Background: an optimization exercise with open tools, aiming at small area and a short achievable clock period. Do not read the settings as production practice.
Only simulation tests tie the RTL to the original design; equivalence was not proved.
No driver is modelled on the clock port, so clocking that relies on it looks cheaper here than on a real chip.
Power figures rest on the tool's default switching activity, not on a simulated workload.

Setup of job 101:
==> flow/design.v <==
module ram_design(input logic clk,
                  input logic en_a, en_b,  
                  input logic [4:0] addr_a, addr_b,
                  input logic [7:0] data_in_a, data_in_b,
                  output logic [7:0] data_out_a, data_out_b
                  );
  logic [31:0][7:0] ram;  
  logic [3:0] lo_a_n, lo_b_n;
  logic [7:0] hr_a_n, hw_a_n, hr_b_n, hw_b_n;
  ram_predec u_pd_a (.addr(addr_a), .en(en_a), .lo_n(lo_a_n), .hr_n(hr_a_n), .hw_n(hw_a_n));
  ram_predec u_pd_b (.addr(addr_b), .en(en_b), .lo_n(lo_b_n), .hr_n(hr_b_n), .hw_n(hw_b_n));
  logic [31:0] rs_a, rs_b, wr_a, wr_b, wr;
  for (genvar i = 0; i < 32; i++) begin : g_sel
    ram_wordsel u_sel (.lo_a_n(lo_a_n[i%4]), .hr_a_n(hr_a_n[i/4]), .hw_a_n(hw_a_n[i/4]),
                       .lo_b_n(lo_b_n[i%4]), .hr_b_n(hr_b_n[i/4]), .hw_b_n(hw_b_n[i/4]),
                       .rs_a(rs_a[i]), .rs_b(rs_b[i]), .wa(wr_a[i]), .wb(wr_b[i]), .w(wr[i]));
  end
  wire [7:0] nd_a = ~data_in_a;
  wire [7:0] nd_b = ~data_in_b;
  logic [31:0][7:0] ram_next;
  for (genvar i = 0; i < 32; i++) begin : g_word
    for (genvar j = 0; j < 8; j++) begin : g_bit
      ram_bitcell u_cell (.q(ram[i][j]), .wa(wr_a[i]), .wb(wr_b[i]), .w(wr[i]),
                          .nda(nd_a[j]), .ndb(nd_b[j]), .d(ram_next[i][j]));
    end
  end
  always_ff @(posedge clk)
    ram <= ram_next;
  logic [7:0] rd_a, rd_b;
  for (genvar j = 0; j < 8; j++) begin : g_rd
    logic [32:0] v;
    for (genvar i = 0; i < 32; i++) begin : g_w
      assign v[i] = ram[i][j];
    end
    assign v[32] = 1'b0;
    ram_rdbit u_rd_a (.s({en_a, rs_a}), .v({data_in_a[j], v[31:0]}), .y(rd_a[j]));
    ram_rdbit u_rd_b (.s({en_b, rs_b}), .v({data_in_b[j], v[31:0]}), .y(rd_b[j]));
  end
  always_ff @(posedge clk) begin
    data_out_a <= rd_a;
    data_out_b <= rd_b;
  end
endmodule
module ram_predec(input logic [4:0] addr,
                  input logic en,
                  output logic [3:0] lo_n,
                  output logic [7:0] hr_n, hw_n);
  always_comb begin
    for (int k = 0; k < 4; k++)
      lo_n[k] = ~(addr[1:0] == k[1:0]);
    for (int m = 0; m < 8; m++) begin
      hr_n[m] = ~((addr[4:2] == m[2:0]) & ~en);
      hw_n[m] = ~((addr[4:2] == m[2:0]) & en);
    end
  end
endmodule
module ram_wordsel(input logic lo_a_n, hr_a_n, hw_a_n, lo_b_n, hr_b_n, hw_b_n,
                   output logic rs_a, rs_b, wa, wb, w);
  assign rs_a = ~(lo_a_n | hr_a_n);
  assign rs_b = ~(lo_b_n | hr_b_n);
  assign wb   = ~(lo_b_n | hw_b_n);
  assign wa   = ~(lo_a_n | hw_a_n | wb);
  assign w    = wa | wb;
endmodule
module ram_bitcell(input logic q, wa, wb, w, nda, ndb,
                   output logic d);
  assign d = ~((wa & nda) | (wb & ndb) | ~(q | w));
endmodule
module ram_rdbit(input logic [32:0] s, v,
                 output logic y);
  logic [16:0] p;
  for (genvar k = 0; k < 16; k++) begin : g_grp
    ram_aoi22 u_grp (.s(s[2*k+1:2*k]), .v(v[2*k+1:2*k]), .y(p[k]));
  end
  assign p[16] = ~(s[32] & v[32]);
  assign y = ~&p;
endmodule
module ram_aoi22(input logic [1:0] s, v,
                 output logic y);
  assign y = ~|(s & v);
endmodule
clock: 3.0 ns
lec_check: 0
cap_margin: 20
core_margin: 2
core_utilization: 50
gpl_timing_driven: 0
setup_slack_margin: 1.4
slew_margin: 20
synth_hierarchical: 1
synth_minimum_keep_size: 0
standard.sh (not shown) runs the stock make flow with config.mk's settings and CLKGATE_MAP_FILE= SYNTH_SCRIPT=/design/flow/synth_recipe.tcl, a recipe that flattens the netlist after the stock synthesis.
==> flow/flow/run.sh <==
#!/bin/bash
# Own layout flow: the standard flow (standard.sh) with these changes:
#  - Yosys's abc call maps the logic with flow/map.abc (an area-oriented &nf
#    cut mapping) instead of ORFS's abc speed script; registers, names,
#    flattening and renaming are the standard synthesis's;
#  - port buffers are sky130_fd_sc_hd__buf_2 rather than the delay cell
#    buffer_ports picks by default;
#  - CTS uses clkbuf_4/clkbuf_8 and inserts no dummy loads;
#  - after the timing repair of CTS, flow/recover.tcl removes buffers and
#    downsizes cells whose extra drive does not help the worst slack, then a
#    sizing-only repair aiming at 1.5 ns and another downsizing follow; after
#    the repair of global routing, a sizing-only repair and a downsizing run
#    again;
#  - global routing's timing repair aims at a 1.2 ns setup margin rather than
#    config.mk's (which CTS's repair uses).
# Every tool's output stays in orfs/logs; make's own output goes to
# orfs_make.log.
set -euo pipefail
W=$(pwd)
F=$W/flow
{
  echo "proc abc {args} {"
  echo "  set i [lsearch -exact \$args -script]"
  echo "  if {\$i >= 0} { lset args [expr {\$i + 1}] $F/map.abc }"
  echo "  yosys abc {*}\$args"
  echo "}"
  cat "$W/synth_recipe.tcl"
} > "$W/own_synth.tcl"
sed -e "s|SYNTH_SCRIPT=[^ ]*|SYNTH_SCRIPT=$W/own_synth.tcl|" "$W/standard.sh" > "$W/own_standard.sh"
grep -q "SYNTH_SCRIPT=$W/own_synth.tcl" "$W/own_standard.sh"
ARGS=(
  "BUFFER_PORTS_ARGS=-buffer_cell sky130_fd_sc_hd__buf_2"
  "CTS_ARGS=-sink_clustering_enable -repair_clock_nets -dont_use_dummy_load -sink_clustering_size 16 -sink_clustering_max_diameter 80 -buf_list {sky130_fd_sc_hd__clkbuf_4 sky130_fd_sc_hd__clkbuf_8}"
  "POST_CTS_TCL=$F/post_cts.tcl"
  "PRE_GLOBAL_ROUTE_TCL=$F/pre_grt.tcl"
)
# Up to CTS with config.mk's SETUP_SLACK_MARGIN; from global routing on with a
# lower margin (placement parasitics are optimistic, so CTS repair aims higher).
bash "$W/own_standard.sh" "${ARGS[@]}" cts > "$W/orfs_make_cts.log" 2>&1
bash "$W/own_standard.sh" "${ARGS[@]}" SETUP_SLACK_MARGIN=1.2 finish > "$W/orfs_make.log" 2>&1
Other scripts of this flow, unchanged in this note and not shown: flow/flow/map.abc, flow/flow/post_cts.tcl, flow/flow/pre_grt.tcl, flow/flow/recover.tcl
#### Input delta (job 102 over job 101)
==> flow/design.v, changed modules only <==
module ram_design(input logic clk,
                  input logic en_a, en_b,  
                  input logic [4:0] addr_a, addr_b,
                  input logic [7:0] data_in_a, data_in_b,
                  output logic [7:0] data_out_a, data_out_b
                  );
  logic [31:0][7:0] ram;  
  logic [7:0] hi_a_n, hi_b_n;
  logic [3:0] lr_a_n, lw_a_n, lr_b_n, lw_b_n;
  ram_predec u_pd_a (.addr(addr_a), .en(en_a), .hi_n(hi_a_n), .lr_n(lr_a_n), .lw_n(lw_a_n));
  ram_predec u_pd_b (.addr(addr_b), .en(en_b), .hi_n(hi_b_n), .lr_n(lr_b_n), .lw_n(lw_b_n));
  logic [31:0] rs_a, rs_b, wr_a, wr_b, wr;
  for (genvar i = 0; i < 32; i++) begin : g_sel
    ram_wordsel u_sel (.hi_a_n(hi_a_n[i/4]), .lr_a_n(lr_a_n[i%4]), .lw_a_n(lw_a_n[i%4]),
                       .hi_b_n(hi_b_n[i/4]), .lr_b_n(lr_b_n[i%4]), .lw_b_n(lw_b_n[i%4]),
                       .rs_a(rs_a[i]), .rs_b(rs_b[i]), .wa(wr_a[i]), .wb(wr_b[i]), .w(wr[i]));
  end
  wire [7:0] nd_a = ~data_in_a;
  wire [7:0] nd_b = ~data_in_b;
  logic [31:0][7:0] ram_next;
  for (genvar i = 0; i < 32; i++) begin : g_word
    for (genvar j = 0; j < 8; j++) begin : g_bit
      ram_bitcell u_cell (.q(ram[i][j]), .wa(wr_a[i]), .wb(wr_b[i]), .w(wr[i]),
                          .nda(nd_a[j]), .ndb(nd_b[j]), .d(ram_next[i][j]));
    end
  end
  always_ff @(posedge clk)
    ram <= ram_next;
  logic [7:0] rd_a, rd_b;
  for (genvar j = 0; j < 8; j++) begin : g_rd
    logic [32:0] v;
    for (genvar i = 0; i < 32; i++) begin : g_w
      assign v[i] = ram[i][j];
    end
    assign v[32] = 1'b0;
    ram_rdbit u_rd_a (.s({en_a, rs_a}), .v({data_in_a[j], v[31:0]}), .y(rd_a[j]));
    ram_rdbit u_rd_b (.s({en_b, rs_b}), .v({data_in_b[j], v[31:0]}), .y(rd_b[j]));
  end
  always_ff @(posedge clk) begin
    data_out_a <= rd_a;
    data_out_b <= rd_b;
  end
endmodule
module ram_predec(input logic [4:0] addr,
                  input logic en,
                  output logic [7:0] hi_n,
                  output logic [3:0] lr_n, lw_n);
  always_comb begin
    for (int m = 0; m < 8; m++)
      hi_n[m] = ~(addr[4:2] == m[2:0]);
    for (int k = 0; k < 4; k++) begin
      lr_n[k] = ~((addr[1:0] == k[1:0]) & ~en);
      lw_n[k] = ~((addr[1:0] == k[1:0]) & en);
    end
  end
endmodule
module ram_wordsel(input logic hi_a_n, lr_a_n, lw_a_n, hi_b_n, lr_b_n, lw_b_n,
                   output logic rs_a, rs_b, wa, wb, w);
  assign rs_a = ~(hi_a_n | lr_a_n);
  assign rs_b = ~(hi_b_n | lr_b_n);
  assign wb   = ~(hi_b_n | lw_b_n);
  assign wa   = ~(hi_a_n | lw_a_n | wb);
  assign w    = wa | wb;
endmodule
## What came out
Combinational power share is higher on job 101. Re proportion of power drawn by the clock network: job 101 was lower than job 102. Comparing job 101 and job 102, the lower sequential share of the synthesized area is on job 101. Job 102 vs. job 101: cell area -1.2%; largest fanout of any net on the critical path increased 7; area of the core about even; die height decreased by 0.35% relative to the old numbers. Relative to job 101, the non-filler instance count after layout measured on job 102 has decreased slightly. Taking job 101 as the reference, in job 102 critical path depth increased by 1 relative to the old numbers, sequential share of layout area up 0.43 points, final critical delay including setup and external delays lower. Job 102 improves on job 101 in first-pass GRT wire length. sky130_fd_sc_hd__a22oi_1 as the slowest library cell on the worst path was reported by job 101, and sky130_fd_sc_hd__a21oi_1 by job 102.

[static timing again, ports no longer ideal]
No port has a modelled driver above. Below, the same layouts with a new extraction and two added sets of constraints.
Step 1, drivers: a clkbuf_16 drives clk and a buf_2 each remaining input, both assumed.
Step 2, shift: input delay + t, output delay - t, t = (earliest + latest rising clock arrival at the registers) / 2. This alone moves slack from input paths to output paths.
Three values: ideal ports, drivers, drivers and shift; two values: the first two.
run	shift t [ns]	slack for setup (ns)	worst register clock-pin slew, ns	worst data-port slew with drivers (ns)	pins driven straight from the clock port
job 101	0.621	1.206 / 1.184 / 0.563	0.11 / 0.11	0.09	1
job 102	0.631	1.223 / 1.208 / 0.577	0.11 / 0.11	0.07	1
After both steps every run listed still meets setup and hold. For job 102, which loses most, drivers alone change the setup slack by -0.015 ns; drivers and shift together by -0.646 ns.
